This design comes from an exercise in tuning for a short achievable clock period and few clock cycles on the open sky130 flow, not from production work. Only simulation tests tie the RTL to the original design; equivalence was not proved. Power and IR drop assume default switching activity.

===== design.v =====
module decoder(
    input  [31:0] ir,
    output isR, isI, isLW, isSW, isBEQ, isJAL, isLUI,
    output useRs1, useRs2, wr,
    output [2:0] aluop,
    output [31:0] imm
);
    wire [6:0] op = ir[6:0];
    assign isR   = (op == 7'b0110011);
    assign isI   = (op == 7'b0010011);
    assign isLW  = (op == 7'b0000011);
    assign isSW  = (op == 7'b0100011);
    assign isBEQ = (op == 7'b1100011);
    assign isJAL = (op == 7'b1101111);
    assign isLUI = (op == 7'b0110111);
    assign useRs1 = isR | isI | isLW | isSW | isBEQ;
    assign useRs2 = isR | isSW | isBEQ;
    assign wr = (isR | isI | isLW | isJAL | isLUI) & (ir[11:7] != 5'd0);
    reg [2:0] aop;
    always @(*) begin
        aop = 3'b000;
        if (isR | isI) begin
            case (ir[14:12])
                3'b000: aop = (isR & ir[30]) ? 3'b001 : 3'b000;
                3'b001: aop = 3'b110;
                3'b010: aop = 3'b101;
                3'b110: aop = 3'b011;
                3'b111: aop = 3'b010;
                default: aop = 3'b000;
            endcase
        end
    end
    assign aluop = aop;
    assign imm = isSW  ? {{20{ir[31]}}, ir[31:25], ir[11:7]} :
                 isLUI ? {ir[31:12], 12'b0} :
                         {{20{ir[31]}}, ir[31:20]};
endmodule
module datapath(
    input clk, reset,
    output [31:0] PC,
    input [31:0] Instr,
    output MemWrite,
    output [31:0] ALUResult, WriteData,
    input [31:0] ReadData
);
    reg [31:0] pcF;
    reg        vD;
    reg [31:0] irD, pcD, pc4D;
    reg        foldD;
    reg        vE, wrE, ldE, swE;
    reg [4:0]  rdE;
    reg [2:0]  opE;
    reg [31:0] aE, bE, bxE, sE;
    reg        subE;
    reg        laE, lbE, lsE;
    reg        wrM, ldM, swM;
    reg [4:0]  rdM;
    reg [31:0] rM, wdM;
    reg        vW;
    reg [4:0]  rdW;
    reg [31:0] ldW;
    assign PC = pcF;
    assign ALUResult = rM;
    assign WriteData = wdM;
    assign MemWrite = swM;
    wire [31:0] pcF4 = pcF + 32'd4;
    wire        btb_v   [0:7];
    wire [6:0]  btb_tag [0:7];
    wire [31:0] btb_tgt [0:7];
    wire [1:0]  btb_ctr [0:7];
    wire        btb_tkv [0:7];
    wire [31:0] btb_tki [0:7];
    wire        btb_ntv [0:7];
    wire [31:0] btb_nti [0:7];
    wire [2:0] fidx = pcF[4:2];
    wire fhit = btb_v[fidx] & (btb_tag[fidx] == pcF[11:5]) & btb_ctr[fidx][1];
    wire        fld_v   [0:7];
    wire [26:0] fld_tag [0:7];
    wire [29:0] fld_tgt [0:7];
    wire [2:0] gidx = pcF[4:2];
    wire ghit = fld_v[gidx] & (fld_tag[gidx] == pcF[31:5]);
    wire foldF = ~fhit & ghit;
    wire [31:0] predF = fhit ? btb_tgt[fidx] : ghit ? {fld_tgt[gidx], 2'b00} : pcF4;
    wire isR, isI, isLW, isSW, isBEQ, isJAL, isLUI, useRs1, useRs2, wrD;
    wire [2:0] aluopD;
    wire [31:0] immD;
    decoder dec(
        .ir(irD), .isR(isR), .isI(isI), .isLW(isLW), .isSW(isSW), .isBEQ(isBEQ),
        .isJAL(isJAL), .isLUI(isLUI), .useRs1(useRs1), .useRs2(useRs2), .wr(wrD),
        .aluop(aluopD), .imm(immD)
    );
    wire [4:0] rs1 = irD[19:15];
    wire [4:0] rs2 = irD[24:20];
    wire [4:0] rdD = irD[11:7];
    wire [31:0] rfv [0:31];
    assign rfv[0] = 32'd0;
    wire weM = wrM & ~ldM;
    genvar gi;
    generate
        for (gi = 1; gi < 32; gi = gi + 1) begin : rf
            reg [31:0] r;
            always @(posedge clk) begin
                if (weM && rdM == gi)
                    r <= rM;
                else if (vW && rdW == gi)
                    r <= ldW;
            end
            assign rfv[gi] = r;
        end
    endgenerate
    wire [31:0] resE;
    wire e1 = wrE & (rdE == rs1);
    wire e2 = wrE & (rdE == rs2);
    wire m1 = wrM & (rdM == rs1);
    wire m2 = wrM & (rdM == rs2);
    wire w1 = vW & (rdW == rs1);
    wire w2 = vW & (rdW == rs2);
    wire [31:0] o1 = (m1 & ~ldM) ? rM : w1 ? ldW : rfv[rs1];
    wire [31:0] o2 = (m2 & ~ldM) ? rM : w2 ? ldW : rfv[rs2];
    wire [31:0] fwd1 = e1 ? resE : o1;
    wire [31:0] fwd2 = e2 ? resE : o2;
    wire l1 = ~e1 & m1 & ldM;
    wire l2 = ~e2 & m2 & ldM;
    wire eqE;
    wire same = (rs1 == rs2);
    wire [31:0] kD = e1 ? o2 : o1;
    wire eq = same | ((e1 | e2) ? eqE : (o1 == o2));
    wire stall = vD & ( (ldE & ((useRs1 & e1) | (useRs2 & e2)))
                      | (isBEQ & (l1 | l2)) );
    wire [31:0] offD = isJAL ? {{12{irD[31]}}, irD[19:12], irD[20], irD[30:21], 1'b0}
                             : {{20{irD[31]}}, irD[7], irD[30:25], irD[11:8], 1'b0};
    wire [31:0] tgtD = pcD + offD;
    wire mt = (tgtD != pcF);
    wire mn = (pc4D != pcF);
    wire takenD = isJAL | (isBEQ & eq);
    wire go = vD & ~stall;
    wire mispred = go & (takenD ? mt : (mn & ~foldD));
    wire [31:0] nextD = takenD ? tgtD : pc4D;
    wire [2:0] didx = pcD[4:2];
    wire dhit = btb_v[didx] & (btb_tag[didx] == pcD[11:5]);
    wire altv = dhit & (takenD ? btb_tkv[didx] : btb_ntv[didx]);
    wire [31:0] alti = takenD ? btb_tki[didx] : btb_nti[didx];
    wire [31:0] tgt4D = pc4D + offD;
    wire [31:0] pc8D = pc4D + 32'd4;
    wire [31:0] next4D = takenD ? tgt4D : pc8D;
    always @(posedge clk or posedge reset) begin
        if (reset) begin
            pcF <= 32'd0;
            vD <= 1'b0;
        end else if (mispred) begin
            pcF <= altv ? next4D : nextD;
            vD <= altv;
        end else if (!stall) begin
            pcF <= predF;
            vD <= 1'b1;
        end
    end
    always @(posedge clk) begin
        if (mispred) begin
            irD <= alti;
            foldD <= 1'b0;
            pcD <= nextD;
            pc4D <= next4D;
        end else if (!stall) begin
            irD <= Instr;
            foldD <= foldF;
            pcD <= pcF;
            pc4D <= pcF4;
        end
    end
    wire [1:0] dctr = btb_ctr[didx];
    reg        uwe, utk, ujal, uhit, ufold;
    reg [2:0]  uidx;
    reg [6:0]  utag;
    reg [31:0] utgt;
    reg [1:0]  uctr;
    always @(posedge clk or posedge reset) begin
        if (reset)
            uwe <= 1'b0;
        else
            uwe <= go & (isBEQ | isJAL);
    end
    always @(posedge clk) begin
        utk <= takenD;
        ujal <= isJAL;
        uhit <= dhit;
        ufold <= foldD;
        uidx <= didx;
        utag <= pcD[11:5];
        utgt <= tgtD;
        uctr <= dctr;
    end
    wire [31:0] uins = vD ? irD : Instr;
    wire btb_we = uwe;
    wire takenU = utk;
    wire [1:0] nctr = utk ? (ujal ? 2'b11 : !uhit ? 2'b10 : (uctr == 2'b11) ? 2'b11 : uctr + 2'b01)
                          : ((uctr == 2'b00) ? 2'b00 : uctr - 2'b01);
    generate
        for (gi = 0; gi < 8; gi = gi + 1) begin : btb
            reg        v, tkv, ntv;
            reg [6:0]  tag;
            reg [31:0] tgt, tki, nti;
            reg [1:0]  ctr;
            always @(posedge clk or posedge reset) begin
                if (reset) begin
                    v <= 1'b0;
                    tkv <= 1'b0;
                    ntv <= 1'b0;
                end else if (btb_we && uidx == gi) begin
                    if (takenU) begin
                        v <= 1'b1;
                        tkv <= 1'b1;
                        if (!uhit)
                            ntv <= 1'b0;
                    end else if (uhit && !ufold) begin
                        ntv <= 1'b1;
                    end
                end
            end
            always @(posedge clk) begin
                if (btb_we && uidx == gi) begin
                    if (takenU) begin
                        tag <= utag;
                        tgt <= utgt;
                        tki <= uins;
                    end else if (uhit && !ufold) begin
                        nti <= uins;
                    end
                    if (takenU || uhit)
                        ctr <= nctr;
                end
            end
            assign btb_v[gi] = v;
            assign btb_tag[gi] = tag;
            assign btb_tgt[gi] = tgt;
            assign btb_ctr[gi] = ctr;
            assign btb_tkv[gi] = tkv;
            assign btb_tki[gi] = tki;
            assign btb_ntv[gi] = ntv;
            assign btb_nti[gi] = nti;
        end
    endgenerate
    reg        gwe;
    reg [29:0] gkey, gtgt;
    always @(posedge clk or posedge reset) begin
        if (reset)
            gwe <= 1'b0;
        else
            gwe <= go & isJAL & (rdD == 5'd0);
    end
    wire [31:0] pcDm4 = pcD - 32'd4;
    always @(posedge clk) begin
        gkey <= pcDm4[31:2];
        gtgt <= tgtD[31:2];
    end
    generate
        for (gi = 0; gi < 8; gi = gi + 1) begin : fld
            reg        v;
            reg [26:0] tag;
            reg [29:0] tgt;
            always @(posedge clk or posedge reset) begin
                if (reset)
                    v <= 1'b0;
                else if (gwe && gkey[2:0] == gi)
                    v <= 1'b1;
            end
            always @(posedge clk) begin
                if (gwe && gkey[2:0] == gi) begin
                    tag <= gkey[29:3];
                    tgt <= gtgt;
                end
            end
            assign fld_v[gi] = v;
            assign fld_tag[gi] = tag;
            assign fld_tgt[gi] = tgt;
        end
    endgenerate
    wire [31:0] bD = isR ? fwd2 : isJAL ? 32'd4 : immD;
    wire subD = (aluopD == 3'b001) | (aluopD == 3'b101);
    always @(posedge clk or posedge reset) begin
        if (reset) begin
            vE <= 1'b0;
            wrE <= 1'b0;
            ldE <= 1'b0;
            swE <= 1'b0;
        end else begin
            vE <= go;
            wrE <= go & wrD;
            ldE <= go & isLW;
            swE <= go & isSW;
        end
    end
    always @(posedge clk) begin
        if (go) begin
            rdE <= rdD;
            opE <= aluopD;
            aE <= isJAL ? pcD : isLUI ? 32'd0 : fwd1;
            bE <= bD;
            bxE <= subD ? ~bD : bD;
            subE <= subD;
            sE <= fwd2;
            laE <= l1 & ~isJAL & ~isLUI;
            lbE <= l2 & isR;
            lsE <= l2;
        end
    end
    wire [31:0] opA = laE ? ldW : aE;
    wire [31:0] opB = lbE ? ldW : bE;
    wire [31:0] opS = lsE ? ldW : sE;
    wire sub = subE;
    wire [31:0] bx = lbE ? (ldW ^ {32{subE}}) : bxE;
    wire [31:0] sum = opA + bx + {31'd0, sub};
    wire lt = (opA[31] ^ opB[31]) ? opA[31] : sum[31];
    wire [31:0] tk = opA ^ bx ^ kD;
    wire [31:0] mj = (opA & bx) | (opA & tk) | (bx & tk);
    wire eqadd = ~(tk[0] ^ sub) & (&(tk[31:1] ~^ mj[30:0]));
    wire [31:0] shl = opA << opB[4:0];
    reg er;
    always @(*) begin
        case (opE)
            3'b010: er = ~|((opA & opB) ^ kD);
            3'b011: er = ~|((opA | opB) ^ kD);
            3'b101: er = (kD == {31'd0, lt});
            3'b110: er = (shl == kD);
            default: er = eqadd;
        endcase
    end
    assign eqE = er;
    reg [31:0] res;
    always @(*) begin
        case (opE)
            3'b010: res = opA & opB;
            3'b011: res = opA | opB;
            3'b101: res = {31'd0, lt};
            3'b110: res = shl;
            default: res = sum;
        endcase
    end
    assign resE = res;
    always @(posedge clk or posedge reset) begin
        if (reset) begin
            wrM <= 1'b0;
            ldM <= 1'b0;
            swM <= 1'b0;
        end else begin
            wrM <= wrE;
            ldM <= ldE;
            swM <= swE;
        end
    end
    always @(posedge clk) begin
        rdM <= rdE;
        rM <= resE;
        wdM <= opS;
    end
    always @(posedge clk or posedge reset) begin
        if (reset)
            vW <= 1'b0;
        else
            vW <= wrM & ldM;
    end
    always @(posedge clk) begin
        rdW <= rdM;
        ldW <= ReadData;
    end
endmodule
module riscvsingle(
    input clk, reset,
    output [31:0] PC,
    input [31:0] Instr,
    output MemWrite,
    output [31:0] ALUResult, WriteData,
    input [31:0] ReadData
);
    datapath dp(
        .clk(clk),
        .reset(reset),
        .PC(PC),
        .Instr(Instr),
        .MemWrite(MemWrite),
        .ALUResult(ALUResult),
        .WriteData(WriteData),
        .ReadData(ReadData)
    );
endmodule

===== flow/run.sh =====
#!/bin/bash
# Standard ORFS layout, with timing repair asked to leave extra setup slack
# (the clock and I/O constraints are the standard flow's, unchanged).
set -euo pipefail
bash standard.sh SETUP_SLACK_MARGIN=20 finish > make.log 2>&1

===== standard.sh =====
#!/bin/bash
# synth_recipe.tcl (not shown) runs the flow's synth.tcl, then flattens the netlist and writes it again
# the make line also repeats each setting of config.mk as NAME=value (left out here)
make -C /OpenROAD-flow-scripts/flow DESIGN_CONFIG=/design/flow/config.mk WORK_HOME=/design/flow/orfs CLKGATE_MAP_FILE= SYNTH_SCRIPT=/design/flow/synth_recipe.tcl "${@:-finish}"

===== config.mk =====
export PLATFORM = sky130hd
export DESIGN_NAME = riscvsingle
export DESIGN_NICKNAME = riscvsingle
export VERILOG_FILES = /design/flow/design.v
export SDC_FILE = /design/flow/constraint.sdc
export NUM_CORES = 4
export LEC_CHECK = 0
export CAP_MARGIN = 20
export CORE_MARGIN = 2
export CORE_UTILIZATION = 30
export SLEW_MARGIN = 20

===== constraint.sdc =====
create_clock -name core_clock -period 26.0 [get_ports {clk}]
set_input_delay 5.2000 -clock core_clock [delete_from_list [all_inputs] [get_ports {clk}]]
set_output_delay 5.2000 -clock core_clock [all_outputs]
set_load 0.01 [all_outputs]

==> summary.txt <==
-- Yosys cell counts (43+ instances only) --
cell type | n | area share, %
o21ai_0 | 418 | 1.5
nor4_1 | 76 | 0.33
o211ai_1 | 75 | 0.39
inv_1 | 137 | 0.36
nor3_1 | 77 | 0.27
nand3_1 | 282 | 0.99
nand2_1 | 653 | 1.7
buf_2 | 67 | 0.23
xor2_1 | 169 | 1.0
mux2_2 | 1180 | 9.3
clkbuf_1 | 887 | 2.3
a221oi_1 | 94 | 0.58
a2111oi_0 | 221 | 1.4
and2_1 | 45 | 0.20
a22oi_1 | 512 | 2.7
a31oi_1 | 79 | 0.35
edfxtp_1 | 2524 | 53
a22o_1 | 43 | 0.26
dfrtp_1 | 66 | 1.2
o2111ai_1 | 53 | 0.33
nand4_1 | 192 | 0.84
a211oi_1 | 55 | 0.29
xnor2_1 | 340 | 2.1
o22ai_1 | 68 | 0.30
a21oi_1 | 358 | 1.3
mux2i_1 | 187 | 1.3
and3_1 | 924 | 4.0
buf_1 | 89 | 0.23
ha_1 | 104 | 0.91
a222oi_1 | 168 | 1.2
nor2_1 | 527 | 1.4
dfxtp_1 | 185 | 2.6
-- area by class of cell --
cell class	instances	area, um^2
fillers	45400	300000
well taps	6247	7820
clock buffers	416	8480
multi-input cells	7647	61200
clock inverters	138	1230
flip-flops and latches	2775	81400
diodes	78	195
inverters	143	593
repair buffers	1130	13200
repair inverters	3	36.3
-- state kept, by name (all words and copies together) (netlist names), 56 cells and up --
name,cells
dp.rf.r,992
dp.btb.tgt,256
dp.btb.tki,256
dp.fld.tgt,240
dp.fld.tag,216
dp.btb.tag,56
dp.btb.nti,256
-- cell families after synthesis --
kind of cell	share of synthesized area (%)
and+or+nand+nor	11.3
DFF	56.8
AOI/OAI and AO/OA	12.9
muxes	10.8
buffers and inverters	3.58
xor gates and xnor gates	3.17
adders and majority gates	1.40
-- final timing paths --
path | end | slack (ns) | cells after the start
setup / recovery | PC[2] | 19.10 | 1
hold / removal | dp.swM | 0.37 | 0
setup reg to reg | dp.irD[24] | 19.24 | 24
hold reg to reg | dp.swM | 0.37 | 0
max in group asynchronous | dp.swM | 20.20 | 4
min in group asynchronous | dp.fld[2].v | 4.73 | 3
-- stage by stage --
step           cell area, um^2  power, W
2_1_floorplan           143000    0.0117
3_3_place_gp            152000    0.0163
3_5_place_dp            153000    0.0163
4_1_cts                 171000    0.0224
5_1_grt                 174000    0.0240
6_report                174000    0.0238
-- layer usage --
metal  routed length (um)  GRT usage, %  part of all wire (%)
met5                 2710          3.54                  0.36
met4                70900          20.8                   9.4
met3               117000          13.7                    16
met2               306000          41.9                    40
met1               258000          35.2                    34
-- repair_timing --
item,4_1_cts,5_1_grt
endpoints found under the setup margin,485,356
gates cloned,96,17
pin swaps,129,118
hold buffers,0,0
setup buffers,270,141
resized for setup,1496,381
-- where the power goes --
group | internal, W | total [W] | switching (W)
Sequential | 0.00562 | 0.00611 | 0.000491
Clock | 0.00245 | 0.00438 | 0.00193
Combinational | 0.00458 | 0.0133 | 0.00868
Total | 0.0127 | 0.0238 | 0.0111
-- layout by cell type, fill, tap and decap left out, types with 89 or more instances in the layout --
cell,count
a2111oi_0,116
a21oi_1,335
a221oi_1,89
a222oi_1,168
a22oi_1,499
and3_1,904
buf_12,107
buf_4,652
buf_6,156
clkbuf_16,332
dfxtp_1,122
edfxtp_1,2524
ha_1,92
inv_1,132
mux2_2,1177
mux2i_1,172
nand2_1,598
nand3_1,273
nand4_1,192
nor2_1,387
nor2_4,106
o21ai_0,354
xnor2_1,320
xor2_1,162
==> run_results.csv <==
group,metric,value,unit
cells_and_area,final_util,36.7,%
setup_path,critPathLaunchType,"flip-flop",
logic_synthesis,synth_area,143000,um^2
sta,maxSlewHeadroom,7.77,%
grt,grt_max_degree,83,
routing,routed_via_density,6.63,
power_and_ir_drop,power.leakage,61.7,nW
die,io_pins,163,
setup_path,worstPathRequired,20.80,ns
logic_synthesis,yosys_warnings,2,
logic_synthesis,ys_seq_area_share,56.8,%
grt,grt_pass1_wl,990,mm
logic_synthesis,synth-main-ff-cell,"edfxtp_1",
placed_design,dpl.hpwl,436,mm
sta,whs,0.374,ns
logic_synthesis,synth_edf_count,2524,
clock_network,root_buffer,"clkbuf_16",
routing,drc,0,
setup_path,cp-startpoint,"dp.pcF[2]",
clock_network,cts_buffers,304,
die,rows,253,
setup_path,path_max_fanout,2,
sta,min_period,6.90,ns
cells_and_area,fin_nets,12200,
grt,overflow,0,
sta,min_period_over_period,26.5,%
cells_and_area,drive_above_1_share,28.8,%
sta,max_freq,0.145,GHz
clock_network,htree_levels,5,
cells_and_area,area_growth,22.0,%
die,initial_core_util,30.1,%
cells_and_area,final_cells,18600,
grt,antenna_found_initial,114,
sta,worst_slack,19.10,ns
setup_path,cpMaxStageDelayCell,"dfrtp_4",
placed_design,io_buffers,162,
routing,wl_per_cell,40.6,um
outcome,outcome,"timing/DRC/antenna clean",
placed_design,pre_cts_slack,16.21,ns
sta,tns,0,ns
die,die_w,694,um
power_and_ir_drop,p_per_area,136,nW/um^2
sta,worst_slew_pin_slew,1.38,ns
routing,ant_nets,0,
clock_network,clock_latency,1.01,ns
setup_path,max_stage_delay,0.55,ns
logic_synthesis,syn-num-nets,11900,
routing,route.vias.total,123000,
sta,rsz0062_at_grt,"true",
grt,grtUsageTotal,29.7,%
die,die_area,481000,um^2
power_and_ir_drop,ir_worst_vdd,0.0916,mV
clock_network,cts_tree,"done",
setup_path,critPathCaptureType,"output port",
logic_synthesis,yosysUniqueCellTypes,115,
die,dieHeight,694,um
min_path,hp-start,"dp.swE",
clock_network,cts.clk_slew.worst_paths,0.07,ns
placed_design,dp.cells,17400,
min_path,min_path_type,"reg2reg",
clock_network,clock-sinks,2775,
grt,grt_pass1_vias,111000,
routing,drt_iter0_drc,24900,
logic_synthesis,synth_seq_cells,2775,
setup_path,criticalPathCategory,"reg2out",
routing,dr.pass1.iters,17,
routing,wl,755,mm
setup_path,arrival,1.70,ns
job,drv_cap,0,
sta,hold_viol,0,
setup_path,cp_cell_sequence,"buf_6",
sta,finalClockSkew,0.0819,ns
logic_synthesis,postSynthCellCount,11700,
setup_path,timing.rr.start,"dp.irD[23]",
setup_path,path_buf_inv,1,
logic_synthesis,synthArstFlopShare,2.38,%
sta,setup-violations-final,0,
clock_network,clock_path_buffers,4,
die,core,474000,um^2
placed_design,finalWeightedCongestion,1.03,
logic_synthesis,syn_area_per_cell,12.3,um^2
setup_path,cp_top_family,"flip-flops",
sta,maxSlewViolCount,0,
Testbench counts, summed over its fixed seeds: cycles 53,071.

-- afterwards: timing with drivers on the ports --
Ports are ideal in the flow. The routed layout listed here was re-timed in OpenROAD. Step 1 (the two cells are an assumption about what drives the block):
set clk [get_ports {clk}]
set_driving_cell -lib_cell sky130_fd_sc_hd__clkbuf_16 $clk
set_driving_cell -lib_cell sky130_fd_sc_hd__buf_2 [delete_from_list [all_inputs] $clk]
Step 2 moves the port delays by t, midway between the first and last clock arrival at a register: inputs arrive t later, outputs are due t later. That takes back most of the time a late clock gives input paths. Three values: ideal ports, drivers, drivers and shift; two values: the first two.
t (ns): 1.081
setup WS [ns]: 19.099 / 18.990 / 19.159
worst hold slack (ns): 0.374 / 0.374 / 0.374
clock arrival spread, ns: 0.082 / 0.082
cell pins on the clock port's net: 1
After both steps this run still meets setup and hold. For this run, drivers alone change the setup slack by -0.109 ns; drivers and shift together by +0.060 ns.
